Context: an optimization exercise on an open-source flow, tuned for small area. The choices shown serve that exercise and are no tape-out recipe. In this exercise RTL edits were held to simulation tests only and were not proved equivalent to the original. Power is estimated from default activity; no workload was simulated.

==> inputs of build 54 <==
## toplevel_connect4
module toplevel_connect4 (
    input clk,
    input rst,
    input col_left_raw,
    input col_right_raw,
    input confirm_raw,
    input p1_start_raw,
    input p2_start_raw,
    output vgaclk,
    output hsync,
    output vsync,
    output sync_b,
    output blank_b,
    output [7:0] r,
    output [7:0] g,
    output [7:0] b,
    output [6:0] segments,
    output p1_led,
    output p2_led,
    output game_over_led,
    output [3:0] estado
);
Settings: LEC_CHECK=0, CAP_MARGIN=20, CORE_MARGIN=2, CORE_UTILIZATION=40, CTS_BUF_LIST=sky130_fd_sc_hd__clkbuf_8, GPL_TIMING_DRIVEN=0, SLEW_MARGIN=20; clock period 20.0 ns.
standard.sh (not shown) runs the stock make flow with config.mk's settings and CLKGATE_MAP_FILE= SYNTH_SCRIPT=/design/flow/synth_recipe.tcl, a recipe that flattens the netlist after the stock synthesis.
==> flow/flow/run.sh <==
#!/bin/bash
# The standard layout (standard.sh), except that
#  - synthesis maps the logic with the area-oriented ABC scripts flow/area*.abc (the smallest result is kept) (every register is the standard
#    synthesis's: only the combinational mapping changes), and
#  - the port buffers that placement inserts are sky130_fd_sc_hd__buf_1, and
#  - clock tree synthesis adds no dummy loads.
set -euo pipefail
W=$(pwd)
export FLOW_AREA_ABC_SCRIPTS="$W/flow/area1.abc $W/flow/area2.abc $W/flow/area3.abc"
export BUFFER_PORTS_ARGS="-buffer_cell sky130_fd_sc_hd__buf_1"
export CTS_ARGS="-sink_clustering_enable -repair_clock_nets -buf_list sky130_fd_sc_hd__clkbuf_8 -dont_use_dummy_load"
# synth_recipe.tcl with the abc override inserted after its first line (the synth -nofsm -noshare wrapper)
{ head -n 1 synth_recipe.tcl; cat flow/abc_override.tcl; tail -n +2 synth_recipe.tcl; } > synth_area.tcl
sed "s#SYNTH_SCRIPT=[^ ]*#SYNTH_SCRIPT=$W/synth_area.tcl#" standard.sh > standard_area.sh
grep -q "SYNTH_SCRIPT=$W/synth_area.tcl" standard_area.sh
bash standard_area.sh > flow.log 2>&1
==> flow/flow/abc_override.tcl <==
# Map the logic with area-oriented ABC scripts (flow/area*.abc) in place of ORFS's speed script: each script is
# run on the same design and the mapping with the smallest cell area is kept. Every other synthesis step, and so
# every register, is the standard synthesis's.
proc abc {args} {
  set i [lsearch -exact $args -script]
  if {$i < 0 || [lsearch -exact $args -dff] >= 0} {
    yosys abc {*}$args
    return
  }
  set lib [lindex $args [expr {[lsearch -exact $args -liberty] + 1}]]
  yosys design -save pre_area_abc
  set best ""
  foreach script $::env(FLOW_AREA_ABC_SCRIPTS) {
    yosys design -load pre_area_abc
    lset args [expr {$i + 1}] $script
    yosys abc {*}$args
    set report [tee -q -s result.string stat -liberty $lib]
    if {![regexp {Chip area for module [^:]*: ([0-9.]+)} $report -> area]} {
      error "no area reported after abc with $script"
    }
    puts "area-abc: $script -> $area"
    if {$best eq "" || $area < $best} {
      set best $area
      yosys design -save best_area_abc
    }
  }
  yosys design -load best_area_abc
  puts "area-abc: kept $best"
}
==> flow/flow/area1.abc <==
strash
&get -n
&fraig -x
&put
scorr
dc2
strash
&get -n
&deepsyn -T 180 -S 1
&dch -f
&nf -p -D 8000
&put
==> flow/flow/area2.abc <==
strash
&get -n
&fraig -x
&put
scorr
dc2
strash
&get -n
&deepsyn -T 180 -S 2
&dch -f
&nf -p -D 8000
&put
==> flow/flow/area3.abc <==
strash
&get -n
&fraig -x
&put
scorr
dc2
strash
&get -n
&deepsyn -T 180 -S 3
&dch -f
&nf -p -D 8000
&put
==> build 76 (differences from build 54) <==
--- a/flow/design.v
+++ b/flow/design.v
@@ -105,12 +105,12 @@
     input  logic [2:0]  sel,
     input  logic [2:0]  wcol,
     output logic [7:0]  red, green, blue
 );
     wire s0      = (st == 4'd0);
-    wire waiting = (st == 4'd3) | (st == 4'd5);
-    wire go_st   = (st == 4'd8);
+    wire waiting = st[0] & (st[2] ^ st[1]);           
+    wire go_st   = st[3];                             
     function automatic logic xge(input logic [3:0] q, input logic [5:0] rr, input integer X);
         xge = (q > (X + 10) / 55) || (q == (X + 10) / 55 && rr >= (X + 10) % 55);
     endfunction
     function automatic logic xeq(input logic [3:0] q, input logic [5:0] rr, input integer X);
         xeq = (q == (X + 10) / 55) && (rr == (X + 10) % 55);
@@ -125,80 +125,59 @@
     wire y_board = (yq >= 4'd1) && (yq <= 4'd6);
     wire in_cell    = x_board && (xr < 6'd50) && y_board && (yr < 6'd50);
     wire frame   = (x_board || (xq == 4'd1 && xr >= 6'd50)) && (y_board || (yq == 4'd0 && yr >= 6'd50)) && !in_cell;
     logic [6:0] colv;
     always_comb begin
-        case (xq)
-            4'd2: colv = board[6:0];
-            4'd3: colv = board[13:7];
-            4'd4: colv = board[20:14];
-            4'd5: colv = board[27:21];
-            4'd6: colv = board[34:28];
-            4'd7: colv = board[41:35];
+        case (xq[2:0])
+            3'd2:    colv = board[6:0];
+            3'd3:    colv = board[13:7];
+            3'd4:    colv = board[20:14];
+            3'd5:    colv = board[27:21];
+            3'd6:    colv = board[34:28];
+            3'd7:    colv = board[41:35];
             default: colv = board[48:42];
         endcase
     end
     logic chip, chip_p1;
     always_comb begin
-        case (yq)    
-            4'd1:    begin chip = colv[6];              chip_p1 = colv[5]; end
-            4'd2:    begin chip = |colv[6:5];           chip_p1 = colv[4]; end
-            4'd3:    begin chip = |colv[6:4];           chip_p1 = colv[3]; end
-            4'd4:    begin chip = |colv[6:3];           chip_p1 = colv[2]; end
-            4'd5:    begin chip = |colv[6:2];           chip_p1 = colv[1]; end
+        case (yq[2:0])
+            3'd1:    begin chip = colv[6];              chip_p1 = colv[5]; end
+            3'd2:    begin chip = |colv[6:5];           chip_p1 = colv[4]; end
+            3'd3:    begin chip = |colv[6:4];           chip_p1 = colv[3]; end
+            3'd4:    begin chip = |colv[6:3];           chip_p1 = colv[2]; end
+            3'd5:    begin chip = |colv[6:2];           chip_p1 = colv[1]; end
             default: begin chip = |colv[6:1];           chip_p1 = colv[0]; end
         endcase
     end
-    wire win_cell = (yq == 4'd6) && (xq == {1'b0, wcol} + 4'd2);
-    wire sel_x    = (xq == {1'b0, sel} + 4'd2) && (xr < 6'd50);
+    wire win_cell = (yq[2:0] == 3'd6) && (xq[2:0] == wcol + 3'd2);
+    wire sel_x    = x_board && (xq[2:0] == sel + 3'd2) && (xr < 6'd50);
     wire preview  = waiting && sel_x && (yq == 4'd0);
     wire highlight = sel_x && (yq == 4'd0) && (yr >= 6'd45);
     wire y_text = (yq == 4'd0) && (yr >= 6'd10) && (yr < 6'd40);
     wire wa = (yr <= 6'd18);                       
     wire wb = (yr <= 6'd24);                       
     wire wc = (yr >= 6'd14) && (yr <= 6'd30);      
     wire wd = (yr >= 6'd19) && (yr <= 6'd35);      
     wire we = (yr >= 6'd25);                       
     wire wf = (yr >= 6'd31);                       
-    logic [3:0] wt;
-    logic w_in;
-    always_comb begin
-        w_in = 1'b1;
-        wt = 4'd0;
-        if (xq == 4'd4 && xr >= 6'd45) wt = 4'(xr - 6'd45);
-        else if (xq == 4'd5 && xr < 6'd10) wt = xr[3:0];
-        else w_in = 1'b0;
-    end
+    wire w_in = (xq == 4'd4 && xr >= 6'd45) || (xq == 4'd5 && xr < 6'd10);
     logic w_pix;
     always_comb begin
-        case (wt)
-            4'd0: w_pix = wa;
-            4'd1: w_pix = wb;
-            4'd2: w_pix = wc;
-            4'd3: w_pix = wd;
-            4'd4: w_pix = we;
-            4'd5: w_pix = wf;
-            4'd6: w_pix = we;
-            4'd7: w_pix = wd;
-            4'd8: w_pix = wc;
-            default: w_pix = wb;
+        case (xr)
+            6'd0, 6'd45:                  w_pix = wa;
+            6'd1, 6'd9, 6'd46, 6'd54:     w_pix = wb;
+            6'd2, 6'd8, 6'd47, 6'd53:     w_pix = wc;
+            6'd3, 6'd7, 6'd48, 6'd52:     w_pix = wd;
+            6'd4, 6'd6, 6'd49, 6'd51:     w_pix = we;
+            default:                      w_pix = wf;
         endcase
     end
     wire i_pix = (xq == 4'd5) && (xr >= 6'd24) && (xr <= 6'd26);
     wire n_vert = (xq == 4'd5 && xr >= 6'd40 && xr <= 6'd42) || (xq == 4'd6 && xr >= 6'd2 && xr <= 6'd4);
-    logic [3:0] nx_d;
-    logic n_in;
-    always_comb begin
-        n_in = 1'b1;
-        nx_d = 4'd0;
-        if (xq == 4'd5 && xr >= 6'd42) nx_d = 4'(xr - 6'd42);
-        else if (xq == 4'd6 && xr <= 6'd2) nx_d = 4'(xr + 6'd13);
-        else n_in = 1'b0;
-    end
-    wire [4:0] dy = 5'(yr - 6'd10);
-    wire [6:0] nt = {2'b0, nx_d, 1'b0} + 7'd2 - {2'b0, dy};
-    wire n_diag = n_in && (nt <= 7'd5) && !(nt == 7'd0 && nx_d >= 4'd13) && !(nt == 7'd5 && nx_d <= 4'd2);
+    wire [7:0] s2 = {1'b0, xr, 1'b0} - {2'b0, yr};
+    wire n_diag = (xq == 4'd5 && xr >= 6'd42 && s2 >= 8'd72 && s2 <= 8'd77 && !(s2 == 8'd77 && xr <= 6'd44))
+               || (xq == 4'd6 && xr <= 6'd2 && s2 >= 8'd219 && s2 <= 8'd223);    
     wire text = y_text && ((w_in && w_pix) || i_pix || n_vert || n_diag);
     wire sy_in  = yge(yq, yr, 100) && !yge(yq, yr, 181);
     wire y100   = yeq(yq, yr, 100);
     wire y140   = yeq(yq, yr, 140);
     wire y180   = yeq(yq, yr, 180);
@@ -339,29 +318,29 @@
     always_ff @(posedge clk or posedge rst) begin
         if (rst) st <= 4'd0;
         else     st <= nx;
     end
     always_ff @(posedge clk) begin
-        if (st == 4'd7) begin
+        if (st[2] & st[1]) begin                       
             if (!(winner_found | all_full)) whose_turn <= ~whose_turn;
         end else if (st == 4'd0 && start_game) begin
             whose_turn <= p2s_db & ~p1s_db;
         end
     end
     wire s0      = (st == 4'd0);
-    wire p1_st   = (st == 4'd2) | (st == 4'd3);
-    wire p2_st   = (st == 4'd4) | (st == 4'd5);
-    wire waiting = (st == 4'd3) | (st == 4'd5);
-    wire go_st   = (st == 4'd8);
+    wire p1_st   = ~st[2] & st[1];                    
+    wire p2_st   = st[2] & ~st[1];                    
+    wire waiting = st[0] & (st[2] ^ st[1]);           
+    wire go_st   = st[3];                             
     assign estado        = st;
     assign p1_led        = p1_st;
     assign p2_led        = p2_st;
     assign game_over_led = go_st;
     logic [11:0] tcnt;
     logic [3:0]  sec;
     logic        timer_done;
-    wire reset_timer = (st == 4'd2) | (st == 4'd4);
+    wire reset_timer = ~st[0] & (st[2] ^ st[1]);       
     wire tick        = ((tcnt & 12'hFFB) == 12'hC38);
     wire sec_last    = sec[3] & sec[0];
     always_ff @(posedge clk or posedge rst) begin
         if (rst) begin
             tcnt <= 12'd0;
@@ -444,23 +423,21 @@
     always_ff @(posedge clk or posedge rst) begin
         if (rst) lfsr <= 16'hACE1;
         else     lfsr <= {lfsr[14:0], lfsr[15] ^ lfsr[13] ^ lfsr[12] ^ lfsr[10]};
     end
     logic [2:0] pick;
-    logic [2:0] cand;
     logic       pfound;
-    always_comb begin
-        pick = 3'd0;
-        pfound = 1'b0;
-        for (int i = 0; i < 7; i++) begin
-            cand = 3'((lfsr[3:1] + i) % 7);
-            if (!pfound && valid[cand]) begin
-                pick = cand;
-                pfound = 1'b1;
-            end
-        end
-    end
+    function automatic logic [2:0] first_open(input logic [6:0] m);    
+        first_open = 3'd0;
+        for (int i = 6; i >= 0; i--) if (m[i]) first_open = 3'(i);
+    endfunction
+    logic [6:0] from_start;    
+    always_comb
+        for (int i = 0; i < 7; i++) from_start[i] = (lfsr[3:1] == 3'd7) || (3'(i) >= lfsr[3:1]);
+    wire [6:0] open_after = valid & from_start;
+    assign pick   = (|open_after) ? first_open(open_after) : first_open(valid);
+    assign pfound = |valid;
     logic rgen;
     always_ff @(posedge clk) rgen <= waiting & timer_done;
     assign rvalid = rgen & pfound;
     assign rcol = pick;
     wire [48:0] board = {v[6], v[5], v[4], v[3], v[2], v[1], v[0]};
==> flow/flow/run.sh (replaced) <==
#!/bin/bash
# The standard layout (standard.sh), except that
#  - synthesis maps the logic with the area-oriented ABC scripts flow/area*.abc and keeps the smallest result,
#    maps adders with the rest of the logic instead of full/half-adder cells, and inserts no buffers between
#    output ports that share a net (every register is the standard synthesis's: only the combinational logic
#    changes; see flow/abc_override.tcl),
#  - the port buffers that placement inserts are sky130_fd_sc_hd__buf_1, and
#  - clock tree synthesis adds no dummy loads.
set -euo pipefail
W=$(pwd)
export FLOW_AREA_ABC_SCRIPTS="$W/flow/area1.abc"
export BUFFER_PORTS_ARGS="-buffer_cell sky130_fd_sc_hd__buf_1"
export CTS_ARGS="-sink_clustering_enable -repair_clock_nets -buf_list sky130_fd_sc_hd__clkbuf_8 -dont_use_dummy_load"
# synth_recipe.tcl with the abc override inserted after its first line (the synth -nofsm -noshare wrapper)
{ head -n 1 synth_recipe.tcl; cat flow/abc_override.tcl; tail -n +2 synth_recipe.tcl; } > synth_area.tcl
sed "s#SYNTH_SCRIPT=[^ ]*#SYNTH_SCRIPT=$W/synth_area.tcl#" standard.sh > standard_area.sh
grep -q "SYNTH_SCRIPT=$W/synth_area.tcl" standard_area.sh
bash standard_area.sh > flow.log 2>&1
--- a/flow/flow/abc_override.tcl
+++ b/flow/flow/abc_override.tcl
@@ -25,5 +25,11 @@
     }
   }
   yosys design -load best_area_abc
   puts "area-abc: kept $best"
 }
+
+
+# No pass-through buffers between output ports that share a net (placement gives every port its own buffer),
+# and no full/half-adder cells: ABC maps the arithmetic with the rest of the logic.
+set ::env(SYNTH_INSBUF) 0
+set ::env(ADDER_MAP_FILE) ""
==> flow/flow/area1.abc (replaced) <==
strash
&get -n
&fraig -x
&put
scorr
dc2
strash
&get -n
&deepsyn -T 20 -S 1
&dch -f
&nf -p -D 8000
&put
Settings changed: CORE_UTILIZATION 40 to 65.
removed: flow/flow/area2.abc
removed: flow/flow/area3.abc
==> trial 55 (differences from build 54) <==
==> flow/flow/run.sh (replaced) <==
#!/bin/bash
# The standard layout (standard.sh), except that
#  - synthesis maps the logic with the area-oriented ABC script flow/area.abc (every register is the standard
#    synthesis's: only the combinational mapping changes), and
#  - the port buffers that placement inserts are sky130_fd_sc_hd__buf_1.
set -euo pipefail
W=$(pwd)
export FLOW_AREA_ABC_SCRIPT=$W/flow/area.abc
# synth_recipe.tcl with the abc override inserted after its first line (the synth -nofsm -noshare wrapper)
{ head -n 1 synth_recipe.tcl; cat flow/abc_override.tcl; tail -n +2 synth_recipe.tcl; } > synth_area.tcl
sed "s#SYNTH_SCRIPT=[^ ]*#SYNTH_SCRIPT=$W/synth_area.tcl#" standard.sh > standard_area.sh
grep -q "SYNTH_SCRIPT=$W/synth_area.tcl" standard_area.sh
bash standard_area.sh > flow.log 2>&1
==> flow/flow/abc_override.tcl (replaced) <==
# Map the logic with an area-oriented ABC script (flow/area.abc) in place of ORFS's speed script; every other
# synthesis step, and so every register, is the standard synthesis's.
proc abc {args} {
  set i [lsearch -exact $args -script]
  if {$i >= 0 && [lsearch -exact $args -dff] < 0} {
    lset args [expr {$i + 1}] $::env(FLOW_AREA_ABC_SCRIPT)
  }
  yosys abc {*}$args
}
==> flow/flow/area.abc (new file) <==
strash
&get -n
&fraig -x
&put
scorr
dc2
strash
&get -n
&deepsyn -T 120
&dch -f
&nf -p -D 8000
&put
Settings changed: GPL_TIMING_DRIVEN 0 to default.
removed: flow/flow/area1.abc
removed: flow/flow/area2.abc
removed: flow/flow/area3.abc
==> results.txt <==
| quantity | build 54 | trial 55 | build 76 |
|---|---|---|---|
| Status | timing/DRC/antenna clean | timing/DRC/antenna clean | timing/DRC/antenna clean |
| Fill count | 3,105 | 3,107 | 1,250 |
| Antenna violations before repair | 1 | 0 | 0 |
| Height of the die | 180 um | 180 um | 128 um |
| Share of the synthesized area in the top cell type | 0.138 | 0.137 | 0.170 |
| Area of the multi-input gates | 8380 um2 | 8440 um2 | 6350 um2 |
| Die Outline Area | 32,300 um2 | 32,400 um2 | 16,400 um2 |
| Relative area of clock buffers and inverters in the final design | 0.0176 | 0.0298 | 0.0218 |
| Met2 routed WL | 17,900 um | 19,600 um | 15,000 um |
| Routability-driven placement congestion ratio | 1.01 | 1.01 | 1.07 |
| Final core area utilization | 0.437 | 0.455 | 0.710 |
| Synth-to-layout area growth | 7.78% | 12.1% | 7.13% |
| Clock network power consumption | 0.186 mW | 0.251 mW | 0.188 mW |
| Fin cells | 2,043 | 2,064 | 1,523 |
| Share of the final layout cell area in multi-input gates | 0.629 | 0.607 | 0.591 |

-- afterwards: timing with drivers on the ports --
The results above use ideal ports. As a check the final layouts listed here were re-extracted and re-timed, cells and wires unchanged.
Step 1: set_driving_cell puts a clkbuf_16 on clk and a buf_2 on each other input, an assumption about the parent block.
Step 2 also shifts input and output timing later by t, the mid clock arrival at the registers, as if the neighbouring blocks saw the same clock.
Slacks: no drivers / after step 1 / after step 2; pairs: no drivers / after step 1.
| run | shift t [ns] | setup slack, ns | worst setup path after step 2 | clock arrival spread, ns |
|---|---|---|---|---|
| build 54 | 0.514 | 8.944 / 8.895 / 9.409 | register to output | 0.035 / 0.034 |
| build 76 | 0.494 | 9.959 / 9.917 / 10.411 | register to output | 0.061 / 0.062 |
| trial 55 | 0.518 | 8.593 / 8.545 / 9.063 | register to output | 0.015 / 0.015 |
After both steps every run listed still meets setup and hold.
